From an optimization exercise on the open Yosys and OpenROAD flow, aimed at small area and few clock cycles per item; shortcuts taken in it are not production practice.
In this exercise RTL edits were held to simulation tests only and were not proved equivalent to the original.
Power and IR drop assume default switching activity.

the previous run:
## top
module top (clock, start, BestDist, motionX, motionY, AddressR, AddressS1, AddressS2, R, S1, S2, completed);
For scale: ~3300 cells after synthesis, roughly 71 I/O pins.
==> module top, before the edit <==
module top (clock, start, BestDist, motionX, motionY, AddressR, AddressS1, AddressS2, R, S1, S2, completed);
	input clock;
	input start;
	output [7:0] BestDist;
	output [3:0] motionX, motionY;
	output completed;
	input [7:0] R, S1, S2;
	output [7:0] AddressR;
	output [9:0] AddressS1, AddressS2;
	localparam IDLE = 3'd0, FILL = 3'd1, RUN = 3'd2, SEL = 3'd3, DONE = 3'd4;
	reg [2:0] st;
	reg [7:0] p;           
	reg [3:0] phi;         
	reg pass2;
	reg [3:0] K;           
	reg [7:0] n;           
	reg [7:0] best;
	reg [3:0] mvx, mvy;
	assign AddressR  = p;
	wire [3:0] am1 = p[7:4] - 4'd1;
	wire [3:0] Kc;         
	wire sw;               
	wire [4:0] r1 = {1'b0, K} + {1'b0, p[7:4]} + {4'd0, sw};
	wire [4:0] r2 = {1'b0, K} + {1'b0, am1} + {4'd0, sw};
	assign AddressS1 = {r1, 1'b0, p[3:0]};
	assign AddressS2 = {r2, 1'b1, p[3:0]};
	assign BestDist  = best;
	assign motionX   = mvx;
	assign motionY   = mvy;
	wire [8*16-1:0] rin;    
	wire [15:0] th_all;
	genvar g;
	generate for (g = 0; g < 16; g = g + 1) begin : thd
		assign th_all[g] = (p[3:0] >= g);
	end endgenerate
	wire [8*16-1:0] accs;
	wire [15:0] alive;
	wire load = ((st == RUN) && (n == 8'd0)) || sw;
	wire rebias = (st == SEL) && any_alive;
	wire [7:0] dlt;         
	assign rin[7:0] = R;
	genvar j;
	generate
		for (j = 0; j < 16; j = j + 1) begin : pe
			PE u (.clock(clock), .r(rin[8*j+7:8*j]), .s1(S1), .s2(S2), .use_s1(th_all[j]),
			      .load(load), .rebias(rebias), .nb(~best), .dlt(dlt),
			      .acc(accs[8*j+7:8*j]), .alive(alive[j]));
			if (j < 15) begin : rp
				reg [7:0] rpipe;
				always @(posedge clock) rpipe <= rin[8*j+7:8*j];
				assign rin[8*j+15:8*j+8] = rpipe;
			end
		end
	endgenerate
	reg [7:0] selv;
	reg [3:0] seli;
	integer q;
	always @* begin
		selv = 8'd0;
		seli = 4'd0;
		for (q = 15; q >= 0; q = q - 1)
			if (alive[q]) begin
				selv = accs[8*q +: 8];
				seli = q;
			end
	end
	assign dlt = ~selv;
	wire any_alive = |alive;
	wire last_row = (K == 4'd15);
	localparam [7:0] T1 = 8'd32;
	wire found = ~best[5];                  
	wire give_up = !pass2 && !found && (phi == 4'd14);
	wire row_out = ((st == RUN) && (n != 8'd0) || (st == SEL)) && !any_alive;
	wire pass_end = row_out && last_row;
	wire to_done = pass_end && (pass2 || found);
	wire new_pass = (pass_end && !to_done) || (give_up && (st == RUN || st == SEL));
	assign sw = row_out && !to_done && !new_pass;
	assign completed = (st == DONE) || to_done;
	assign Kc = sw ? K + 4'd1 : K;
	reg [2:0] st_n;
	reg [3:0] K_n;
	reg [7:0] n_n;
	always @* begin
		st_n = st;
		K_n = Kc;
		n_n = n + 8'd1;
		case (st)
			IDLE: begin st_n = FILL; K_n = 4'd0; n_n = 8'd0; end
			FILL: if (n == 8'd13) begin st_n = RUN; n_n = 8'd0; end
			RUN: if (!sw && n == 8'd255) st_n = SEL;
			default: ;
		endcase
		if (sw) begin
			st_n = RUN;
			n_n = 8'd1;
		end
		if (to_done) st_n = DONE;
		if (new_pass) begin
			st_n = RUN;
			n_n = 8'd0;
			K_n = 4'd0;
		end
		if (!start) st_n = IDLE;
	end
	wire [7:0] p_n = start ? p + 8'd1 : 8'd0;
	always @(posedge clock) begin
		st <= st_n;
		K <= K_n;
		n <= n_n;
		p <= p_n;
		if (st == IDLE) phi <= 4'd0;
		else if (p == 8'hFF) phi <= phi + 4'd1;
		if (st == IDLE) pass2 <= 1'b0;
		else if (new_pass) pass2 <= 1'b1;
		if (st == IDLE)
			best <= T1;
		else if (new_pass)
			best <= 8'hFF;
		else if (rebias) begin
			best <= selv + best + 8'd1;
			mvx <= {~seli[3], seli[2:0]};
			mvy <= {~K[3], K[2:0]};
		end
	end
endmodule
Settings: LEC_CHECK=0, ABC_AREA=1, CAP_MARGIN=20, CORE_MARGIN=2, CORE_UTILIZATION=60, CTS_BUF_LIST=sky130_fd_sc_hd__clkbuf_8, CTS_CLUSTER_DIAMETER=60, CTS_CLUSTER_SIZE=30, GPL_TIMING_DRIVEN=0, SETUP_SLACK_MARGIN=0.05, SLEW_MARGIN=20; clock period 5.5 ns.
run.sh (not shown) runs the stock make flow with config.mk's settings and CLKGATE_MAP_FILE= SYNTH_SCRIPT=/design/flow/synth_recipe.tcl, a recipe that flattens the netlist after the stock synthesis.
The previous run: PASS, flow complete, no timing, DRC or antenna violations
Testbench counts of the previous run, summed over its fixed seeds: cycles 26,731, searches 48.
Modified inputs, the current run compared to the previous run
-- flow/design.v --
<<< the previous run, line 68
	wire any_alive = |alive;
	wire last_row = (K == 4'd15);
	localparam [7:0] T1 = 8'd32;
	wire found = ~best[5];                  
	wire give_up = !pass2 && !found && (phi == 4'd14);
	wire row_out = ((st == RUN) && (n != 8'd0) || (st == SEL)) && !any_alive;
>>> the current run, line 68
	wire any_alive = |alive;
	wire last_row = (K == 4'd15);
	localparam [7:0] T1 = 8'd24;
	wire found = (best < T1);               
	wire give_up = !pass2 && !found && (phi == 4'd14);
	wire row_out = ((st == RUN) && (n != 8'd0) || (st == SEL)) && !any_alive;
[summary]
The current run reached the final stage; the timing, DRC and antenna checks on its layout passed.
met2 capacity usage during global routing ends up lower on the previous run.
For the power consumed by the clock network, the current run came in about 5% lower than the previous run did.
A critical path startpoint of pe[14].u.acc[1]$_SDFF_PP1_ is what the previous run shows, while S1[6] belongs to the current run.
Synthesized netlist net count in the current run is 68 below the previous run.
Any difference in adder-cell area share of the yosys netlist between the current run and the previous run is small enough to ignore.
Looking at multi-input combinational area share, the current run sits 0.28 points higher than the previous run does.
NOTE final cell count the previous run->the current run decreased slightly
Against the previous run, the current run comes in 2.4% lower on amount of wire on met2 after detailed routing.
[compare] base=the previous run new=the current run: share of final-layout standard cells stronger than drive strength 1 has remained practically unchanged, cell count along the critical path has increased.
The die height was comparable across the previous run and the current run.
The current run gives more number of buffers and inverters on the critical path than the previous run did.
Compared with the previous run, the current run is the more power-hungry design.
Testbench counts of the current run, summed over its fixed seeds: cycles 25,910, searches 48.

[afterwards: timing with drivers on the ports]
In the flow no input, the clock included, has a driving cell. The finished layouts below were timed again as built, in two steps.
Step 1: set_driving_cell puts a clkbuf_16 on clock and a buf_2 on each other input, an assumption about the parent block.
Step 2, shift: input delay + t, output delay - t, t = (earliest + latest rising clock arrival at the registers) / 2. This alone moves slack from input paths to output paths.
a / b / c = no drivers / after step 1 / after step 2; a / b = the first two.
run	t (ns)	setup WS [ns]	worst setup path at the end	pins driven straight from the clock port
the previous run	0.722	0.185 / 0.126 / -0.416	input to register	1
the current run	0.724	0.206 / 0.155 / -0.487	input to register	1
With both steps, setup timing fails in the previous run and the current run, where it was met with ideal ports. The setup slack of the current run, which loses most, moves by -0.051 ns with the drivers and by -0.693 ns with both steps.
